What follows belongs to an exercise in optimizing a design on an open flow for a short achievable clock period, few clock cycles per item and low power; a production flow would make more cautious choices. Where RTL was checked, it was by simulation tests only, not by an equivalence proof against the original.

== v6 ==
// PID_controller
module PID_controller #(
    parameter W = 16,
    parameter signed MAX_VAL = 32767,
    parameter signed MIN_VAL = -32768
)(
    input logic clk,
    input logic reset_n,
    input  logic signed [W-1:0] s_axi_tdata,
    input  logic s_axi_tvalid,
    output logic s_axi_tready,
    input  logic signed [W-1:0] Kp, Ki, Kd,
    input  logic signed [W-1:0] setpoint,
    output logic [W-1:0] m_axi_tdata,
    output logic m_axi_tvalid,
    input  logic m_axi_tready
);
Size: ~3,300 cells after synthesis, roughly 490 flip-flops, roughly 100 I/O pins, ~39,000 µm² of cells after synthesis.
clock: 7.5 ns
lec_check: 0
cap_margin: 20
core_margin: 2
core_utilization: 40
setup_slack_margin: 3.6
slew_margin: 20
synth_hierarchical: 1
synth_minimum_keep_size: 0
run.sh (not shown) runs the stock make flow with config.mk's settings and CLKGATE_MAP_FILE= SYNTH_SCRIPT=/design/flow/synth_recipe.tcl, a recipe that flattens the netlist after the stock synthesis.
Changes in v7 relative to v6:
-- flow/config.mk --
<<< v6, line 6
export NUM_CORES = 4
export LEC_CHECK = 0
export CAP_MARGIN = 20
export CORE_MARGIN = 2
>>> v7, line 6
export NUM_CORES = 4
export LEC_CHECK = 0
export ABC_CLOCK_PERIOD_IN_PS = 4000
export CAP_MARGIN = 20
export CORE_MARGIN = 2
Results
Diff v7..v6 | die outline area | negligible. v7 against v6: fraction of the mapped netlist area in adder cells barely changed; transition at the pin with the smallest max-transition slack ~0 delta; time the worst path needs with I/O delays and setup neither gained nor lost much; number of cells on the critical path comparable.
No run of this note included a check of the RTL's function; only the layout flow was run.

---

main:
Another version of the RTL of PID_controller (not shown whole).
Size in the first run: roughly 460 flip-flops, about 0.039 mm^2 of cells after synthesis.
export LEC_CHECK = 0
export ABC_CLOCK_PERIOD_IN_PS = 3000
export CAP_MARGIN = 20
export CORE_MARGIN = 2
export CORE_UTILIZATION = 40
export CTS_BUF_LIST = sky130_fd_sc_hd__clkbuf_4 sky130_fd_sc_hd__clkbuf_8
export SETUP_SLACK_MARGIN = 4.5
export SLEW_MARGIN = 20
export SYNTH_HIERARCHICAL = 1
export SYNTH_MINIMUM_KEEP_SIZE = 0
create_clock -name core_clock -period 7.5 [get_ports {clk}]
Input changes introduced in the feature branch (baseline for comparison: main):
- SETUP_SLACK_MARGIN removed (was 4.5)
- CTS_BUF_LIST removed (was sky130_fd_sc_hd__clkbuf_4 sky130_fd_sc_hd__clkbuf_8)
- ABC_CLOCK_PERIOD_IN_PS removed (was 3000)
==> comparison <==
Result: PASS for each of the feature branch and main. NOTE: filler cell count in the feature branch exceeds that of main. Looking at slowest cell on the critical path, the sky130_fd_sc_hd__fa_2 result is from main; the sky130_fd_sc_hd__fa_1 one comes from the feature branch. The feature branch vs. main: area taken by multi-input logic gates lost about 12%, total area of sequential cells lost 1.0%.
No functional check of the RTL was part of any run of this note.

---

build 43:
Another version of the RTL of PID_controller (not shown whole).
Size: roughly 3400 cells after synthesis, about 490 flip-flops, ~100 I/O pins.
clock: 7.5 ns
lec_check: 0
cap_margin: 20
core_margin: 2
core_utilization: 40
cts_cluster_diameter: 60
cts_cluster_size: 20
place_density: 0.75
setup_slack_margin: 3.7
slew_margin: 20
synth_hierarchical: 1
synth_minimum_keep_size: 0
Testbench counts of build 43, summed over its fixed seeds: cycles 2,432, items 2,400.
What build 88 does differently from build 43 at the input level:
Settings: swapping 20 for 25 in CTS_CLUSTER_SIZE; swapping 60 for 70 in CTS_CLUSTER_DIAMETER; swapping 0.75 for 0.85 in PLACE_DENSITY; swapping 40 for 65 in CORE_UTILIZATION.
### Flow results
Relative to build 43, the critical path depth of build 88 is lower by 1.
Lower number of buffers other than clock buffers in the final layout was reported by build 88, not build 43.
Comparing build 43 against build 88, there is no change at all in final-layout setup total negative slack.
In the flow results for build 88 and build 43, the final critical-path setup slack is larger on build 88.
Input-level comparison between build 85 and build 88:
Settings: SETUP_SLACK_MARGIN: 3.7 -> 4.0; CTS_CLUSTER_SIZE: 25 -> 20; CORE_UTILIZATION: 65 -> 40; PLACE_DENSITY: 0.85 -> unset; CTS_CLUSTER_DIAMETER: 70 -> 60.
Findings:
The width of the chip reported for build 85 is greater than that of build 88 by about 27%.
Going from build 88 to build 85, wire length climbed 2.8%, count of vias placed by the detailed router dropped 1253.
On area added between synthesis and finish, the lower figure sits with build 88, not build 85.
> inputs changed (build 85 -> build 41)
Settings: CTS_CLUSTER_DIAMETER removed (was 60); CTS_CLUSTER_SIZE removed (was 20); SETUP_SLACK_MARGIN changed from 4.0 to 3.7.
Summary of build 41 over build 85: layout-stage area growth over the synthesis result saw a decrease; number of tap cells inserted saw little to no change; cell area saw a decrease. Comparing build 85 and build 41, the lower remaining max-slew budget at the tightest pin is on build 41. [compare] base=build 85 new=build 41: area of all sequential standard cells -93 µm²; core utilization -0.87 points; final weighted congestion of routability-driven global placement +about 0.64%. Taking build 85 as the reference, in build 41 post-layout worst setup margin moved down, sequential share of layout area moved up.
Inputs modified between build 41 and build 89:
Settings: setting CTS_CLUSTER_SIZE to 25 for the first time; setting CTS_CLUSTER_DIAMETER to 70 for the first time.
## What came out
Build 89 ended with every stage complete and zero timing, DRC or antenna violations.
Global-route wire length before repair (build 89 vs. build 41) decreases slightly
| final core area utilization | build 89 vs build 41 | 0.23 points lower |
Changes observed in build 89 relative to build 41: critical path depth fell by 2, clock buffer instance count of the final layout fell by 27.
Area of all placed cells without fillers for build 89: 0.50% down relative to build 41
[inputs] build 97 vs build 89
Settings: PLACE_DENSITY now 0.75, previously not set; CORE_UTILIZATION now 55, was 40.
Build 97 against build 89: HPWL after detailed placement fell about 4.6%; path length in cells of the critical path rose 1; non-clock buffer count fell 9.7%.

---

Another version of the RTL of PID_controller (not shown whole).
Size: roughly 3800 cells after synthesis, roughly 45000 sq um of cells after synthesis.
==> flow/design.v (excerpt) <==
module PID_controller #(
    parameter W = 16,
    parameter signed MAX_VAL = 32767,
    parameter signed MIN_VAL = -32768
)(
    input logic clk,
    input logic reset_n,
    input  logic signed [W-1:0] s_axi_tdata,
    input  logic s_axi_tvalid,
    output logic s_axi_tready,
    input  logic signed [W-1:0] Kp, Ki, Kd,
    input  logic signed [W-1:0] setpoint,
    output logic [W-1:0] m_axi_tdata,
    output logic m_axi_tvalid,
    input  logic m_axi_tready
);
  logic vA, vB, vC, vo, vs, rdy;
  logic [15:0] skid;
  wire adv = ~vs;
  wire take = s_axi_tvalid & adv;
  assign s_axi_tready = rdy;       
  logic [16:0] e1, e0, df;
  logic [7:0] kp_neg, kp_one, kp_two, ki_neg, ki_one, ki_two, kd_neg, kd_one, kd_two;
  logic [7:0] kp_negb, kp_oneb, kp_twob, ki_negb, ki_oneb, ki_twob, kd_negb, kd_oneb, kd_twob;
  wire [16:0] e_new = {setpoint[15], setpoint} - {s_axi_tdata[15], s_axi_tdata};
  function automatic [23:0] booth_enc(input logic [15:0] k);
    logic [16:0] kk;
    logic [7:0] ng, on, tw;
    kk = {k, 1'b0};
    for (int j = 0; j < 8; j++) begin
      ng[j] = kk[2*j+2];
      on[j] = kk[2*j+1] ^ kk[2*j];
      tw[j] = (kk[2*j+2] & ~kk[2*j+1] & ~kk[2*j]) | (~kk[2*j+2] & kk[2*j+1] & kk[2*j]);
    end
    booth_enc = {ng, on, tw};
  endfunction
  always_ff @(posedge clk or negedge reset_n) begin
    if (!reset_n) begin
      e1 <= '0;
      e0 <= '0;
      vA <= 1'b0;
    end else begin
      if (adv) vA <= take;
      if (take) begin
        e1 <= e_new;
        e0 <= e1;
      end
    end
  end
  always_ff @(posedge clk) begin
    if (take) df <= e0 - e1;
    {kp_neg, kp_one, kp_two} <= booth_enc(Kp);
    {ki_neg, ki_one, ki_two} <= booth_enc(Ki);
    {kd_neg, kd_one, kd_two} <= booth_enc(Kd);
    {kp_negb, kp_oneb, kp_twob} <= ~booth_enc(Kp);
    {ki_negb, ki_oneb, ki_twob} <= ~booth_enc(Ki);
    {kd_negb, kd_oneb, kd_twob} <= ~booth_enc(Kd);
  end
  logic [33:0] pS_d, pC_d, iS_d, iC_d, dS_d, dC_d;
  logic [33:0] pS, pC, iS, iC, dS, dC;
  wire pnb1 = ~kp_negb[0];
  wire pob2 = ~kp_oneb[0];
  ...
clock: 7.5 ns
lec_check: 0
cap_margin: 20
core_margin: 2
core_utilization: 55
cts_cluster_diameter: 70
cts_cluster_size: 25
place_density: 0.75
setup_slack_margin: 4.0
slew_margin: 20
synth_hierarchical: 1
synth_minimum_keep_size: 0
The starting point produced a clean layout.
Testbench counts at the start, summed over its fixed seeds: cycles 2,440, items 2,400.
Edit:
SETUP_SLACK_MARGIN = 4.3   (was 4.0)
=>
- cell count grows by a few percent
- area after synthesis stays the same

[port drivers added, routing unchanged]
How much do the figures lean on ideal ports? The routed layouts below were timed once more, with nothing changed but the port constraints.
Step 1 assumes that a clkbuf_16 drives the clock port and a buf_2 every other input.
Step 2 also shifts input and output timing later by t, the mid clock arrival at the registers, as if the neighbouring blocks saw the same clock.
Three values: no drivers, after step 1, after step 2; two values: the first two.
run	t (ns)	setup WS [ns]	clock arrival spread, ns
v6	0.682	3.339 / 3.339 / 3.127	0.023 / 0.023
v7	0.682	3.339 / 3.339 / 3.127	0.023 / 0.023
main	0.780	3.654 / 3.654 / 3.420	0.045 / 0.045
the feature branch	0.702	3.297 / 3.297 / 2.801	0.025 / 0.026
build 43	0.678	3.606 / 3.606 / 3.039	0.043 / 0.043
build 88	0.641	3.658 / 3.658 / 3.126	0.036 / 0.037
build 85	0.702	3.695 / 3.695 / 3.418	0.034 / 0.034
build 41	0.721	3.687 / 3.724 / 3.013	0.040 / 0.040
build 89	0.672	3.671 / 3.671 / 3.099	0.043 / 0.043
build 97	0.639	3.690 / 3.690 / 3.182	0.035 / 0.034
the first run of note 4	0.668	4.080 / 4.080 / 3.462	0.047 / 0.047
the second run of note 4	0.665	4.096 / 4.096 / 3.740	0.032 / 0.032
After both steps setup and hold are still met in every run listed. For build 41, which loses most, drivers alone change the setup slack by +0.037 ns; drivers and shift together by -0.674 ns.
